This is an optimization exercise on Yosys and OpenROAD, whose aim is a short achievable clock period and few clock cycles, not a production implementation.
The RTL of this run was laid out without a check of its function.
Power is estimated from default activity; no workload was simulated.

==> flow/design.v <==
module flopr(clock, reset, d, q);
    parameter WIDTH = 8;
    input clock; 
    input reset;
    input [WIDTH-1:0] d; 
    output reg [WIDTH-1:0] q;   
    always @(posedge clock, posedge reset)
        if (reset)
            q <= 0;
        else 
            q <= d;
endmodule
module adder(a, b, sum);
    input [31:0] a;
    input [31:0] b;
    output [31:0] sum;
    assign sum = a + b;
endmodule
module mux2(d0, d1, s, y);
    parameter WIDTH = 8;
    input [WIDTH-1:0] d0; 
    input [WIDTH-1:0] d1;
    input s;
    output [WIDTH-1:0] y;
    assign y = s ? d1 : d0;
endmodule
module mux3(d0, d1, d2, s, y);
    parameter WIDTH = 8;
    input [WIDTH-1:0] d0; 
    input [WIDTH-1:0] d1;
    input [WIDTH-1:0] d2;
    input [1:0] s;
    output [WIDTH-1:0] y;
    assign y = s[1] ? d2 : (s[0] ? d1 : d0);
endmodule
module mux8(d0, d1, d2, d3, d4, d5, d6, d7, s, y);
    parameter WIDTH = 8;
    input [WIDTH-1:0] d0;
    input [WIDTH-1:0] d1;
    input [WIDTH-1:0] d2;
    input [WIDTH-1:0] d3;
    input [WIDTH-1:0] d4;
    input [WIDTH-1:0] d5;
    input [WIDTH-1:0] d6;
    input [WIDTH-1:0] d7;
    input [2:0] s;
    output reg [WIDTH-1:0] y;
    always @*
        begin
            case(s)
                3'b000: y = d0;
                3'b001: y = d1;
                3'b010: y = d2;
                3'b011: y = d3;
                3'b100: y = d4;
                3'b101: y = d5;
                3'b110: y = d6;
                3'b111: y = d7;
                default: y = d0;
            endcase
        end
endmodule
module regfile(clock, write_enable, address_read_1, address_read_2, address_write, write_data, read_data_1, read_data_2);
    input clock;
    input write_enable;
    input [4:0] address_read_1;
    input [4:0] address_read_2;
    input [4:0] address_write;
    input [31:0] write_data;
    output [31:0] read_data_1;
    output [31:0] read_data_2;
    reg [31:0] registers[31:0];
    always @(posedge clock)
        begin
            if (write_enable) 
                registers[address_write] <= write_data;
        end
    assign read_data_1 = (address_read_1 != 0) ? registers[address_read_1] : 0;  
    assign read_data_2 = (address_read_2 != 0) ? registers[address_read_2] : 0;  
endmodule
module generate_immediate(instruction, immediate);
    input [31:0] instruction;
    output reg [31:0] immediate;
    always @*
        begin
            case(instruction[6:0])
                7'b0000011,                                                                                                      
                7'b0010011,                                                                                                      
                7'b1100111: immediate = {{20{instruction[31]}}, instruction[31:20]};                                             
                7'b0100011: immediate = {{20{instruction[31]}}, instruction[31:25], instruction[11:7]};                          
                7'b1100011: immediate = {{20{instruction[31]}}, instruction[7], instruction[30:25],  instruction[11:8], 1'b0};   
                7'b1101111: immediate = {{12{instruction[31]}}, instruction[19:12], instruction[20], instruction[30:21], 1'b0};  
                7'b0110111,                                                                                                      
                7'b0010111: immediate = {instruction[31:12], 12'b0};                                                             
                default: immediate = 32'bx;  
            endcase
        end
endmodule
module alu(src_A, src_B, ALU_control, ALU_result, zero);
    input [31:0] src_A;
    input [31:0] src_B;
    input [3:0] ALU_control;
    output reg [31:0] ALU_result;
    output zero;
    always @*
        case(ALU_control)
            4'b0000: ALU_result <= src_A + src_B;  
            4'b0001: ALU_result <= src_A - src_B;  
            4'b0010: ALU_result <= src_A & src_B;  
            4'b0011: ALU_result <= src_A | src_B;  
            4'b0100: ALU_result <= src_A ^ src_B;  
            4'b0101: ALU_result <= ($signed(src_A) < $signed(src_B)) ? 1 : 0;  
            4'b0110: ALU_result <= ($unsigned(src_A) < $unsigned(src_B)) ? 1 : 0;  
            4'b0111: ALU_result <= $signed(src_A) >>> src_B[4:0];  
            4'b1000: ALU_result <= $signed(src_A) >> src_B[4:0];  
            4'b1001: ALU_result <= $signed(src_A) << src_B[4:0];  
            default: ALU_result <= 32'd0;  
        endcase
    assign zero = (ALU_result == 0) ? 1 : 0;  
endmodule
module select_read(funct3, read_data_in, read_data_out);
    input [2:0] funct3;
    input [31:0] read_data_in;
    output reg [31:0] read_data_out;
    always @*
        begin
            case(funct3)
                3'b000: read_data_out = {{24{read_data_in[7]}}, read_data_in[7:0]};      
                3'b001: read_data_out = {{16{read_data_in[15]}}, read_data_in[15:0]};    
                3'b010: read_data_out = read_data_in;                                    
                3'b100: read_data_out = {24'b0, read_data_in[7:0]};                      
                3'b101: read_data_out = {16'b0, read_data_in[15:0]};                     
                default: read_data_out = 32'bx;  
            endcase
        end
endmodule
module main_decoder(opcode, funct3, reg_write, ALU_select, memory_control, result_select, branch, ALU_op, jump);
    input [6:0] opcode;
    input [2:0] funct3;
    output reg_write;
    output ALU_select;
    output [3:0] memory_control;
    output [2:0] result_select;
    output branch;
    output [1:0] ALU_op;
    output jump;
    reg [12:0] controls;
    assign {reg_write, ALU_select, memory_control, result_select, branch, ALU_op, jump} = controls;   
    always @*
        case(opcode)      
            7'b0000011:                                          
                case(funct3)
                    3'b000: controls = 13'b1_1_0010_001_0_00_0;      
                    3'b001: controls = 13'b1_1_0100_001_0_00_0;      
                    3'b010: controls = 13'b1_1_0000_001_0_00_0;      
                    3'b100: controls = 13'b1_1_1010_001_0_00_0;      
                    3'b101: controls = 13'b1_1_1100_001_0_00_0;      
                    default: controls = 13'bx_x_x_xxxx_xxx_xx_x;     
                endcase
            7'b0100011:
                case(funct3)
                    3'b000: controls = 13'b0_1_0011_000_0_00_0;      
                    3'b001: controls = 13'b0_1_0101_000_0_00_0;      
                    3'b010: controls = 13'b0_1_0001_000_0_00_0;      
                    default: controls = 13'bx_x_x_xxxx_xxx_xx_x;     
                endcase
            7'b0110011: controls = 13'b1_0_0000_000_0_10_0;          
            7'b0010111: controls = 13'b1_0_0000_100_0_00_0;          
            7'b0110111: controls = 13'b1_0_0000_011_0_00_0;          
            7'b1100011: controls = 13'b0_0_0000_000_1_01_0;          
            7'b0010011: controls = 13'b1_1_0000_000_0_10_0;          
            7'b1100111: controls = 13'b1_1_0000_010_0_00_1;          
            7'b1101111: controls = 13'b1_0_0000_010_0_00_1;          
            default:    controls = 13'bx_x_xxxx_xxx_x_xx_x;          
        endcase
endmodule
module alu_decoder(opcode_b5, funct3, funct7b5, ALU_op, ALU_control);
    input opcode_b5;
    input [2:0] funct3;
    input funct7b5;
    input [1:0] ALU_op;
    output reg [3:0] ALU_control;
    wire R_type_subtract;
    wire shift_arithemetic;
    assign R_type_subtract = funct7b5 & opcode_b5;  
    assign shift_arithemetic = funct7b5;  
    always @*
        case(ALU_op)
            2'b00: ALU_control = 3'b000;  
            2'b01:
                case(funct3)
                    3'b000: ALU_control = 4'b0001;  
                    3'b001: ALU_control = 4'b0001;  
                    3'b100: ALU_control = 4'b0101;  
                    3'b101: ALU_control = 4'b0101;  
                    3'b110: ALU_control = 4'b0110;  
                    3'b111: ALU_control = 4'b0110;  
                    default: ALU_control = 4'bxxxx;  
                endcase
            default:
                case(funct3)  
                    3'b000: 
                        begin
                            if (R_type_subtract)
                                ALU_control = 3'b001;  
                            else
                                ALU_control = 3'b000;  
                        end
                    3'b001: ALU_control = 4'b1001;  
                    3'b010: ALU_control = 4'b0101;  
                    3'b011: ALU_control = 4'b0110;  
                    3'b100: ALU_control = 4'b0100;  
                    3'b101:
                        begin
                            if(shift_arithemetic)
                                ALU_control = 4'b0111;  
                            else
                                ALU_control = 4'b1000;  
                        end
                    3'b110: ALU_control = 4'b0011;  
                    3'b111: ALU_control = 4'b0010;  
                    default: ALU_control = 4'bxxxx;  
                endcase
        endcase
endmodule
module controller(opcode, funct3, funct7b5, zero, result_select, memory_control, PC_select, ALU_select, reg_write, jump, ALU_control);
    input [6:0] opcode;
    input [2:0] funct3;  
    input funct7b5;
    input zero;
    output [2:0] result_select;
    output [3:0] memory_control;
    output reg [1:0] PC_select;
    output ALU_select;
    output reg_write;
    output jump;
    output [3:0] ALU_control;
    wire [1:0] ALU_op;
    wire branch;
    main_decoder main_decoder
    (
        opcode,              
        funct3,              
        reg_write,           
        ALU_select,          
        memory_control,      
        result_select,       
        branch,              
        ALU_op,              
        jump                 
    );
    alu_decoder alu_decoder
    (
        opcode[5],       
        funct3,          
        funct7b5,        
        ALU_op,          
        ALU_control      
    );
    always @*
        if(jump)
            case(opcode[3])
                1'b0: PC_select = 2'b10;             
                1'b1: PC_select = 2'b01;             
                default: PC_select = 2'b01;
            endcase
        else
            case(funct3)
                3'b000: PC_select = branch & zero;    
                3'b001: PC_select = branch & ~zero;   
                3'b100: PC_select = branch & ~zero;   
                3'b101: PC_select = branch & zero;    
                3'b110: PC_select = branch & ~zero;   
                3'b111: PC_select = branch & zero;    
                default: PC_select = 2'b00;
            endcase           
endmodule
module datapath(clock, reset, result_select, PC_select, ALU_select, reg_write, ALU_control, instruction, read_data, zero, PC, ALU_result, write_data);
    input clock;
    input reset;
    input [2:0] result_select;
    input [1:0] PC_select;
    input ALU_select;
    input reg_write;
    input [3:0] ALU_control;
    input [31:0] instruction;
    input [31:0] read_data;
    output zero;
    output [31:0] PC;
    output [31:0] ALU_result;
    output [31:0] write_data;
    wire [31:0] PC_next;
    wire [31:0] PC_plus4;
    wire [31:0] PC_target;
    wire [31:0] immediate;
    wire [31:0] src_A;
    wire [31:0] src_B;
    wire [31:0] read_data_out;
    wire [31:0] result;
    flopr #(32) pc_reg(clock, reset, PC_next, PC);
    adder pc_add4(PC, 32'd4, PC_plus4);
    adder pc_addbranch(PC, immediate, PC_target);
    mux3 #(32) pc_mux(PC_plus4, PC_target, ALU_result, PC_select, PC_next);
    regfile regfile(clock, reg_write, instruction[19:15], instruction[24:20], instruction[11:7], result, src_A, write_data);
    generate_immediate generate_immediate(instruction, immediate);
    mux2 #(32) src_B_mux(write_data, immediate, ALU_select, src_B);
    alu alu(src_A, src_B, ALU_control, ALU_result, zero);
    select_read select_read(instruction[14:12], read_data, read_data_out);
    mux8 #(32) result_mux(ALU_result, read_data_out, PC_plus4, immediate, PC_target, 32'hxxxxxxxx, 32'hxxxxxxxx, 32'hxxxxxxxx, result_select, result);
endmodule
module cpu(clock, reset, instruction, read_data, memory_control, PC, ALU_result, write_data);
    input clock;
    input reset;
    input [31:0] instruction;
    input [31:0] read_data;
    output [3:0] memory_control;
    output [31:0] PC;
    output [31:0] ALU_result;
    output [31:0] write_data;
    reg [31:0] pc_o;
    reg [31:0] pc_n;
    wire [31:0] pc_f = ~pc_n;
    reg        valid_d;
    reg [31:0] ir_d;
    reg [31:0] pc_d;
    reg        pred_d;
    reg        valid_x;
    reg [31:0] a_x, b_x, sd_x, c_x;
    reg        s_add_x, s_sub_x, s_and_x, s_or_x, s_xor_x, s_slt_x, s_sltu_x;
    reg        s_sll_x, s_srl_x, s_sra_x, s_c_x;
    reg        jalr_x, ld_x, st_x, wen_x;
    reg [2:0]  f3_x;
    reg [4:0]  rd_x;
    reg        r_eq_x, r_ne_x, r_lt_x, r_ge_x, r_ltu_x, r_geu_x, r_jal_x;
    reg [31:0] alt_x;
    reg        valid_m;
    reg [31:0] res_m, sd_m, addr_m;
    reg        st_m, ld_m, wen_m, mcb_m, mch_m, mcu_m;
    reg [2:0]  f3_m;
    reg [4:0]  rd_m;
    reg        valid_w;
    reg [31:0] res_w;
    reg        wen_w;
    reg [4:0]  rd_w;
    reg [31:0] rf [1:31];
    wire        ex_redir;
    wire        id_redir;
    wire        stall;
    wire [31:0] ex_tgt;
    wire [31:0] id_tgt;
    wire [20:0] f_imm_j = {instruction[31], instruction[19:12], instruction[20], instruction[30:21], 1'b0};
    wire [12:0] f_imm_b = {instruction[31], instruction[7], instruction[30:25], instruction[11:8], 1'b0};
    wire [13:0] f_lo_j;
    wire [13:0] f_lo_b;
    add13 add_j(pc_f[12:0], f_imm_j[12:0], f_lo_j);
    add13 add_b(pc_f[12:0], f_imm_b, f_lo_b);
    wire [18:0] f_hi   = pc_f[31:13];
    wire [18:0] f_hi_p = pc_f[31:13] + 19'd1;
    wire [18:0] f_hi_m = pc_f[31:13] - 19'd1;
    wire [31:0] pc_other = stall ? pc_f : pc_f + 32'd4;
    wire        f_pred, f_jal, sel_j, sel_b;
    wire [18:0] up1, up0;
    fetch_select fetch_select(instruction, stall, f_hi, f_hi_p, f_hi_m, pc_other[31:13],
                              f_pred, f_jal, sel_j, sel_b, up1, up0);
    wire [31:0] pc_next;
    wire [31:0] pc_next_n;
    pc_final pc_final(ex_redir, ex_tgt, id_redir, id_tgt, f_jal, f_lo_j[13], f_lo_b[13], up1, up0,
                      sel_j, sel_b, f_lo_j[12:0], f_lo_b[12:0], pc_other[12:0],
                      pc_next, pc_next_n);
    always @(posedge clock, posedge reset)
        if (reset)
            pc_o <= 32'd0;
        else
            pc_o <= pc_next;
    always @(posedge clock, posedge reset)
        if (reset)
            pc_n <= 32'hFFFFFFFF;
        else
            pc_n <= pc_next_n;
    wire [6:0] op  = ir_d[6:0];
    wire [4:0] rd  = ir_d[11:7];
    wire [2:0] f3  = ir_d[14:12];
    wire [4:0] rs1 = ir_d[19:15];
    wire [4:0] rs2 = ir_d[24:20];
    wire       f7b5 = ir_d[30];
    wire is_lui   = (op == 7'b0110111);
    wire is_auipc = (op == 7'b0010111);
    wire is_jal   = (op == 7'b1101111);
    wire is_jalr  = (op == 7'b1100111);
    wire is_br    = (op == 7'b1100011);
    wire is_ld    = (op == 7'b0000011);
    wire is_st    = (op == 7'b0100011);
    wire is_opi   = (op == 7'b0010011);
    wire is_op    = (op == 7'b0110011);
    wire writes   = is_lui | is_auipc | is_jal | is_jalr | is_ld | is_opi | is_op;
    wire wen_d    = writes & (rd != 5'd0);
    wire use_rs1  = is_jalr | is_br | is_ld | is_st | is_opi | is_op;
    wire use_rs2  = is_br | is_st | is_op;
    wire [31:0] imm_i = {{20{ir_d[31]}}, ir_d[31:20]};
    wire [31:0] imm_s = {{20{ir_d[31]}}, ir_d[31:25], ir_d[11:7]};
    wire [31:0] imm_b = {{20{ir_d[31]}}, ir_d[7], ir_d[30:25], ir_d[11:8], 1'b0};
    wire [31:0] imm_u = {ir_d[31:12], 12'b0};
    wire [31:0] imm_j = {{12{ir_d[31]}}, ir_d[19:12], ir_d[20], ir_d[30:21], 1'b0};
    wire [31:0] tgt_b = pc_d + imm_b;
    wire [31:0] tgt_j = pc_d + imm_j;
    wire [31:0] pcp4_d = pc_d + 32'd4;
    wire [31:0] auipc_d = pc_d + imm_u;
    wire [31:0] rf1 = (rs1 == 5'd0) ? 32'd0 : rf[rs1];
    wire [31:0] rf2 = (rs2 == 5'd0) ? 32'd0 : rf[rs2];
    wire m1 = valid_m & wen_m & (rd_m == rs1);
    wire m2 = valid_m & wen_m & (rd_m == rs2);
    wire w1 = valid_w & wen_w & (rd_w == rs1);
    wire w2 = valid_w & wen_w & (rd_w == rs2);
    wire [31:0] rv1 = m1 ? res_m : w1 ? res_w : rf1;
    wire [31:0] rv2 = m2 ? res_m : w2 ? res_w : rf2;
    wire x1 = valid_x & wen_x & (rd_x == rs1);
    wire x2 = valid_x & wen_x & (rd_x == rs2);
    assign stall = valid_d & (
        (use_rs1 & ((x1 & ld_x) | (m1 & ld_m))) |
        (use_rs2 & ((x2 & ld_x) | (m2 & ld_m))));
    wire jalr_c = x1 & s_c_x;
    wire jalr_z = (rs1 == 5'd0);
    wire jalr_fast = is_jalr & (jalr_c | jalr_z);
    assign id_redir = valid_d & ~stall & jalr_fast;
    wire [31:0] id_tgt_c = c_x + imm_i;
    assign id_tgt = jalr_c ? id_tgt_c : imm_i;
    always @(posedge clock, posedge reset)
        if (reset)
            valid_d <= 1'b0;
        else if (ex_redir)
            valid_d <= 1'b0;
        else if (~stall)
            valid_d <= ~id_redir;
    always @(posedge clock)
        if (~stall) begin
            ir_d <= instruction;
            pc_d <= pc_f;
            pred_d <= f_pred;
        end
    always @(posedge clock, posedge reset)
        if (reset)
            valid_x <= 1'b0;
        else
            valid_x <= valid_d & ~stall & ~ex_redir;
    wire fa = x1 & use_rs1;
    wire fb = x2 & (is_op | is_br);
    wire fs = x2;
    wire [31:0] res_x;
    always @(posedge clock) begin
        a_x   <= fa ? res_x : rv1;
        b_x   <= fb ? res_x : (is_op | is_br) ? rv2 : is_st ? imm_s : imm_i;
        sd_x  <= fs ? res_x : rv2;
        c_x   <= is_lui ? imm_u : is_auipc ? auipc_d : pcp4_d;
        s_add_x  <= is_ld | is_st | ((is_opi | is_op) & (f3 == 3'b000) & ~(is_op & f7b5));
        s_sub_x  <= is_op & (f3 == 3'b000) & f7b5;
        s_sll_x  <= (is_opi | is_op) & (f3 == 3'b001);
        s_slt_x  <= (is_opi | is_op) & (f3 == 3'b010);
        s_sltu_x <= (is_opi | is_op) & (f3 == 3'b011);
        s_xor_x  <= (is_opi | is_op) & (f3 == 3'b100);
        s_srl_x  <= (is_opi | is_op) & (f3 == 3'b101) & ~f7b5;
        s_sra_x  <= (is_opi | is_op) & (f3 == 3'b101) & f7b5;
        s_or_x   <= (is_opi | is_op) & (f3 == 3'b110);
        s_and_x  <= (is_opi | is_op) & (f3 == 3'b111);
        s_c_x    <= is_lui | is_auipc | is_jal | is_jalr;
        jalr_x <= is_jalr & ~jalr_fast;
        ld_x  <= is_ld;
        st_x  <= is_st;
        wen_x <= wen_d;
        f3_x  <= f3;
        rd_x  <= rd;
        r_eq_x  <= is_br & ((f3 == 3'b000) & ~pred_d | (f3 == 3'b001) & pred_d);
        r_ne_x  <= is_br & ((f3 == 3'b001) & ~pred_d | (f3 == 3'b000) & pred_d);
        r_lt_x  <= is_br & ((f3 == 3'b100) & ~pred_d | (f3 == 3'b101) & pred_d);
        r_ge_x  <= is_br & ((f3 == 3'b101) & ~pred_d | (f3 == 3'b100) & pred_d);
        r_ltu_x <= is_br & ((f3 == 3'b110) & ~pred_d | (f3 == 3'b111) & pred_d);
        r_geu_x <= is_br & ((f3 == 3'b111) & ~pred_d | (f3 == 3'b110) & pred_d);
        r_jal_x <= is_jal & ~pred_d;
        alt_x <= ({32{pred_d}} & pcp4_d) | ({32{~pred_d & is_jal}} & tgt_j) |
                 ({32{~pred_d & ~is_jal}} & tgt_b);
    end
    wire [31:0] A  = a_x;
    wire [31:0] B  = b_x;
    wire [31:0] SD = sd_x;
    wire [31:0] sum = A + B;
    wire [31:0] dif = A - B;
    wire [30:0] lt0 = ~A[30:0] & B[30:0];
    wire [30:0] eq0 = ~(A[30:0] ^ B[30:0]);
    wire [31:0] ltt [0:5];
    wire [31:0] eqt [0:5];
    assign ltt[0] = {1'b0, lt0};
    assign eqt[0] = {1'b1, eq0};
    genvar gl, gi;
    generate
        for (gl = 1; gl <= 5; gl = gl + 1) begin : cmp_level
            for (gi = 0; gi < (32 >> gl); gi = gi + 1) begin : cmp_node
                assign ltt[gl][gi] = ltt[gl-1][2*gi+1] | (eqt[gl-1][2*gi+1] & ltt[gl-1][2*gi]);
                assign eqt[gl][gi] = eqt[gl-1][2*gi+1] & eqt[gl-1][2*gi];
            end
            assign ltt[gl][31:(32 >> gl)] = 0;
            assign eqt[gl][31:(32 >> gl)] = 0;
        end
    endgenerate
    wire lt_lo = ltt[5][0];
    wire eq_lo = eqt[5][0];
    wire eq31 = ~(A[31] ^ B[31]);
    wire eq  = eq31 & eq_lo;
    wire ltu = (~A[31] & B[31]) | (eq31 & lt_lo);
    wire lts = (A[31] & ~B[31]) | (eq31 & lt_lo);
    wire [31:0] sll = A << B[4:0];
    wire [31:0] srl = A >> B[4:0];
    wire [31:0] sra = $signed(A) >>> B[4:0];
    assign res_x =
        ({32{s_add_x}}  & sum) |
        ({32{s_sub_x}}  & dif) |
        ({32{s_and_x}}  & (A & B)) |
        ({32{s_or_x}}   & (A | B)) |
        ({32{s_xor_x}}  & (A ^ B)) |
        ({32{s_slt_x}}  & {31'd0, lts}) |
        ({32{s_sltu_x}} & {31'd0, ltu}) |
        ({32{s_sll_x}}  & sll) |
        ({32{s_srl_x}}  & srl) |
        ({32{s_sra_x}}  & sra) |
        ({32{s_c_x}}    & c_x);
    wire mispredict = (r_eq_x & eq) | (r_ne_x & ~eq) | (r_lt_x & lts) | (r_ge_x & ~lts) |
                      (r_ltu_x & ltu) | (r_geu_x & ~ltu) | r_jal_x;
    assign ex_redir = valid_x & (jalr_x | mispredict);
    assign ex_tgt = jalr_x ? sum : alt_x;
    always @(posedge clock, posedge reset)
        if (reset) begin
            valid_m <= 1'b0;
            st_m <= 1'b0;
        end else begin
            valid_m <= valid_x;
            st_m <= valid_x & st_x;
        end
    always @(posedge clock) begin
        res_m  <= res_x;
        addr_m <= sum;
        sd_m   <= SD;
        ld_m   <= ld_x;
        wen_m  <= wen_x;
        f3_m   <= f3_x;
        mcb_m  <= (f3_x[1:0] == 2'b00);
        mch_m  <= (f3_x[1:0] == 2'b01);
        mcu_m  <= f3_x[2] & (ld_x | st_x);
        rd_m   <= rd_x;
    end
    assign PC = pc_o;
    assign ALU_result = addr_m;
    assign write_data = sd_m;
    assign memory_control = {mcu_m, mch_m, mcb_m, st_m};
    wire [31:0] ld_val =
        (f3_m == 3'b000) ? {{24{read_data[7]}}, read_data[7:0]} :
        (f3_m == 3'b001) ? {{16{read_data[15]}}, read_data[15:0]} :
                           read_data;
    always @(posedge clock, posedge reset)
        if (reset)
            valid_w <= 1'b0;
        else
            valid_w <= valid_m;
    always @(posedge clock) begin
        res_w <= ld_m ? ld_val : res_m;
        wen_w <= wen_m;
        rd_w  <= rd_m;
    end
    always @(posedge clock)
        if (valid_w & wen_w)
            rf[rd_w] <= res_w;
endmodule
module add13(a, b, s);
    input [12:0] a;
    input [12:0] b;
    output reg [13:0] s;
    reg [12:0] g, p, p0;
    integer d, i;
    always @* begin
        g = a & b;
        p = a ^ b;
        p0 = p;
        for (d = 1; d < 13; d = d * 2)
            for (i = 12; i >= d; i = i - 1) begin
                g[i] = g[i] | (p[i] & g[i-d]);
                p[i] = p[i] & p[i-d];
            end
        s = {g[12], p0 ^ {g[11:0], 1'b0}};
    end
endmodule
module fetch_select(instruction, hold, hi, hi_p, hi_m, other, pred, jal, sel_j, sel_b, up1, up0);
    input [31:0] instruction;
    input hold;
    input [18:0] hi;
    input [18:0] hi_p;
    input [18:0] hi_m;
    input [18:0] other;
    output pred;
    output jal;
    output sel_j;
    output sel_b;
    output [18:0] up1;
    output [18:0] up0;
    wire [20:0] imm_j = {instruction[31], instruction[19:12], instruction[20], instruction[30:21], 1'b0};
    wire [12:0] imm_b = {instruction[31], instruction[7], instruction[30:25], instruction[11:8], 1'b0};
    assign jal = (instruction[6:0] == 7'b1101111) &
                 ((imm_j[20:12] == 9'h000) | (imm_j[20:12] == 9'h1FF));
    wire bbr = (instruction[6:0] == 7'b1100011) & instruction[31];
    assign pred = jal | bbr;
    assign sel_j = jal & ~hold;
    assign sel_b = bbr & ~hold;
    wire s = jal ? imm_j[12] : imm_b[12];
    assign up1 = (sel_j | sel_b) ? (s ? hi : hi_p) : other;
    assign up0 = (sel_j | sel_b) ? (s ? hi_m : hi) : other;
endmodule
module pc_final(ex_redir, ex_tgt, id_redir, id_tgt, jal, cj, cb, up1, up0, sel_j, sel_b,
                lo_j, lo_b, lo_other, pc_next, pc_next_n);
    input ex_redir;
    input [31:0] ex_tgt;
    input id_redir;
    input [31:0] id_tgt;
    input jal;
    input cj;
    input cb;
    input [18:0] up1;
    input [18:0] up0;
    input sel_j;
    input sel_b;
    input [12:0] lo_j;
    input [12:0] lo_b;
    input [12:0] lo_other;
    output [31:0] pc_next;
    output [31:0] pc_next_n;
    wire c = jal ? cj : cb;
    wire [18:0] up = c ? up1 : up0;
    wire [12:0] lo = ({13{sel_j}} & lo_j) | ({13{sel_b}} & lo_b) | ({13{~sel_j & ~sel_b}} & lo_other);
    assign pc_next = ex_redir ? ex_tgt : id_redir ? id_tgt : {up, lo};
    assign pc_next_n = ~pc_next;
endmodule
==> flow/flow/run.sh <==
#!/bin/bash
# Standard ORFS layout (standard.sh) with a larger setup repair margin, so that
# repair_timing keeps improving paths well past the 11 ns clock.
set -euo pipefail
bash standard.sh SETUP_SLACK_MARGIN=7.5 finish > standard.log 2>&1
==> flow/standard.sh <==
#!/bin/bash
# synth_recipe.tcl (not shown) runs the flow's synth.tcl, then flattens the netlist and writes it again
# the make line also repeats each setting of config.mk as NAME=value (left out here)
make -C /OpenROAD-flow-scripts/flow DESIGN_CONFIG=/design/flow/config.mk WORK_HOME=/design/flow/orfs CLKGATE_MAP_FILE= SYNTH_SCRIPT=/design/flow/synth_recipe.tcl "${@:-finish}"
==> flow/config.mk <==
export PLATFORM = sky130hd
export DESIGN_NAME = cpu
export DESIGN_NICKNAME = cpu
export VERILOG_FILES = /design/flow/design.v
export SDC_FILE = /design/flow/constraint.sdc
export NUM_CORES = 4
export LEC_CHECK = 0
export ABC_CLOCK_PERIOD_IN_PS = 3000
export CAP_MARGIN = 20
export CORE_MARGIN = 2
export CORE_UTILIZATION = 40
export SLEW_MARGIN = 20
export SYNTH_HIERARCHICAL = 1
==> flow/constraint.sdc <==
create_clock -name core_clock -period 11.0 [get_ports {clock}]
set_input_delay 2.2000 -clock core_clock [delete_from_list [all_inputs] [get_ports {clock}]]
set_output_delay 2.2000 -clock core_clock [all_outputs]
set_load 0.01 [all_outputs]
==> impl_metrics.env <==
export IMPL_status="finished clean"
export IMPL_setup_tns_final_ns=0
export IMPL_cts_tree="done"
export IMPL_rrSetupSlack_ns=7.28
export IMPL_yosysSeqAreaShare_pct=49.6
export IMPL_area_delta_synth_final_pct=21.7
export IMPL_fin_nets=6997
export IMPL_period_minus_slack_ns=3.79
export IMPL_start_util_pct=40.3
export IMPL_portBuffers=165
export IMPL_met2_usage_pct=45.7
export IMPL_rows=165
export IMPL_ff2ff_path_depth=18
export IMPL_die_area_um2=208000
export IMPL_globalRouteTotalUtil_pct=28.7
export IMPL_netlist_area_um2=81600
export IMPL_cts_made_buffers=159
export IMPL_gp_congestion=1.01
export IMPL_dp_hpwl_um=190000
export IMPL_cts_hold_buf=0
export IMPL_htree_levels=4
export IMPL_die_y_um=456
export IMPL_relSlewSlack_pct=24.6
export IMPL_vias=60700
export IMPL_first_pass_iters=8
export IMPL_critPathMaxFanout=6
export IMPL_ys_types=109
export IMPL_fin_skew_ns=0.0760
export IMPL_total_power_mw=18.5
export IMPL_root_buffer="clkbuf_16"
export IMPL_grt_busiest_layer="met2"
export IMPL_ant_nets=0
export IMPL_largest_reg_flops=992
export IMPL_p_leak_nw=34.8
export IMPL_max_freq_ghz=0.264
export IMPL_drv_cap=0
export IMPL_synth_edff_count=1057
export IMPL_worst_pin_slew_ns=1.13
export IMPL_holdPathEnd="sd_m[27]"
export IMPL_synth_top_flop_cell="edfxtp_1"
export IMPL_r2r_start="ir_d[20]"
export IMPL_gr_total_overflow=0
export IMPL_ys_async_sr_fraction_pct=4.68
export IMPL_insertion_delay_ns=0.87
export IMPL_grt_pass1_wl_um=432000
export IMPL_wirelength_um=309000
export IMPL_ys_ff_latch=1473
export IMPL_core_um2=203000
export IMPL_grt_pass1_vias=59600
export IMPL_largest_register="rf"
export IMPL_period_share_pct=34.4
export IMPL_final_cell_area_um2=99300
export IMPL_power_density_nw_per_um2=186
export IMPL_hold_path_class="flip-flop to flip-flop"
export IMPL_grtUsageMet3_pct=5.74
export IMPL_ys_warn_count=8
export IMPL_postPlaceCellArea_um2=86100
export IMPL_reg2reg_to="pc_o[10]"
export IMPL_drt_iter0_drc=7862
export IMPL_drv_slew=0
export IMPL_critPathCaptureType="flip-flop"
export IMPL_antenna_found_initial=13
export IMPL_clock_path_buffers=3
export IMPL_path_clk_slew_ns=0.07
export IMPL_grt_max_degree=92
export IMPL_drc=0
export IMPL_min_delay_start="sd_x[27]"
export IMPL_finalHoldViolCount=0
export IMPL_ir_drop_mv=0.130
export IMPL_wl_per_cell_um=32.6
export IMPL_crit_required_ns=11.74
export IMPL_setup_violations=0
export IMPL_use_met1_pct=36.0
export IMPL_hold_depth=0
export IMPL_avgSynthCellArea_um2=13.0
export IMPL_path_class="input port to flip-flop"
export IMPL_cts_sinks=1473
export IMPL_die_w_um=456
export IMPL_netlist_instances=6286
export IMPL_startpoint_type="input port"
export IMPL_viasPerCell=6.41
export IMPL_arrival_ns=4.53
export IMPL_rsz0062_at_grt="true"
export IMPL_drive_gt1_share_pct=34.2
export IMPL_io_pins=166
export IMPL_filler_cell_count=17200
==> worst max-delay path by stage <==
stage                               start  endpoint  slack (ns)  depth (start not counted)
after floorplan           instruction[11]  pc_o[30]        6.90                         10
after global placement            a_x[26]  pc_o[11]        5.05                         15
after detailed placement          a_x[26]  pc_o[11]        5.02                         15
after CTS                       flip-flop   b_x[13]        7.29                          9
after global routing      instruction[28]  pc_o[25]        7.19                         15
final                     instruction[26]  pc_o[25]        7.21                         15
==> per-stage QoR <==
stage | std cells | hold slack [ns] | setup slack (ns) | util, %
floorplan | 6287 | 0.310 | 6.90 | -
global placement | 8820 | 0.310 | 5.05 | 42.5
detailed placement | 8820 | 0.314 | 5.02 | 42.5
CTS | 9365 | 0.328 | 7.29 | 47.7
global route | 9479 | 0.331 | 7.19 | 49.0
finish | 9481 | 0.326 | 7.21 | 49.0
==> critical path, stage by stage <==
cell,delay [ns]
buf_4,0.15
ha_4,0.24
a21oi_2,0.18
nor3b_2,0.07
a21oi_2,0.09
nand3b_1,0.18
o21ai_2,0.24
a21oi_4,0.11
buf_4,0.15
mux2i_4,0.16
buf_12,0.18
buf_12,0.15
buf_4,0.11
nor3_2,0.04
o31ai_1,0.26
==> placed cells by master, fill, tap and decap left out, types with 54 or more instances in the layout <==
cell type,netlist,final
dfxtp_2,0,75
nand3_1,94,73
xor2_1,78,73
inv_1,227,207
dfxtp_1,347,231
nor3_1,110,59
a211oi_1,142,132
mux4_2,607,607
mux2_2,135,125
a21oi_1,369,328
ha_4,0,58
mux2i_1,164,158
xnor2_1,175,148
nor2_1,438,389
edfxtp_1,1057,1057
nand2_1,359,341
o211ai_1,54,54
clkbuf_16,0,174
o21ai_0,277,233
ha_1,255,183
buf_6,14,110
buf_4,48,342
a21o_1,84,84
==> power breakdown <==
part / leakage (nW) / switching, mW / internal (mW) / total (mW)
Combinational: 19.0 / 3.29 / 2.73 / 6.01
Clock: 2.54 / 2.41 / 2.97 / 5.39
Sequential: 13.3 / 0.579 / 6.48 / 7.06
Total: 34.8 / 6.28 / 12.2 / 18.5
==> final cells by class <==
cell class	instances	area [um^2]	share of cell area, %
Antenna cell	6	15.0	0.0151
Clock buffer	213	4390	4.42
Clock inverter	83	833	0.839
Inverter	234	947	0.954
Multi-Input combinational cell	4151	42100	42.5
Sequential cell	1473	40700	41.0
Tap cell	2672	3340	3.37
Timing Repair Buffer	649	6900	6.95
==> cell families (layout without fill, tap and decap cells) <==
kind of cell / count (synthesis) / in the layout / share of synthesized area [%]
simple gates: 1266 / 1268 / 7.15
other cells: 1 / 8 / 0.00460
compound gates: 1432 / 1435 / 11.8
mux: 928 / 930 / 21.0
xor+xnor: 253 / 253 / 2.72
fa+ha+maj: 263 / 263 / 4.11
flops: 1473 / 1473 / 49.6
buf+inv: 670 / 1179 / 3.61
==> cells in the mapped netlist (84+ instances only) <==
cell      instances  area share, %
edfxtp_1       1057             39
mux4_2          607             17
nor2_1          438            2.0
a21oi_1         369            2.3
nand2_1         359            1.7
dfxtp_1         347            8.5
o21ai_0         277            1.7
ha_1            255            3.9
clkbuf_1        249            1.1
inv_1           227            1.0
xnor2_1         175            1.9
mux2i_1         164            2.0
a211oi_1        142            1.3
mux2_2          135            1.9
nor3_1          110           0.67
nand3_1          94           0.58
buf_2            90           0.55
a21o_1           84           0.77
==> timing repair <==
item | 4_1_cts | 5_1_grt
setup endpoints to repair | 334 | 252
buffers inserted | 213 | 102
resized for setup | 1162 | 333
gates cloned | 36 | 7
hold endpoints to repair | 0 | 0
pin swaps | 142 | 154
==> per-module statistics from Yosys (local to each module, per instance) <==
module | cells inside | area (um^2) | times used
fetch_select | 104 | 1110 | 1
cpu | 5826 | 77900 | 1
pc_final | 204 | 1350 | 1
add13 | 76 | 593 | 2
==> layer usage <==
layer  vias up  part of all wire, %
met5         -                0.025
li1      25400                    -
met4        12                  7.1
met2      3442                   47
met1     31000                   37
met3       860                  8.9

==> port drivers added, routing unchanged <==
How much do the figures lean on ideal ports? The routed layout below was timed once more, with nothing changed but the port constraints. Step 1 sets driving cells, clkbuf_16 on the clock port and buf_2 on the other inputs (assumed; they add their load-dependent delay and slew). Step 2 adds t to the input delays and takes it off the output delays; t is the mean of the earliest and latest rising clock arrival at the registers after step 1. Input paths then give back, and output paths get back, about the clock's delay inside the block. Slacks: no drivers / after step 1 / after step 2; pairs: no drivers / after step 1.
t, ns: 0.915
setup WS [ns]: 7.213 / 7.229 / 6.314
worst setup path at the end: input to register
slew at the worst register clock pin (ns): 0.07 / 0.07
cell pins on the clock port's net: 1
After both steps setup and hold are still met in this run. The setup slack of this run moves by +0.016 ns with the drivers and by -0.899 ns with both steps.
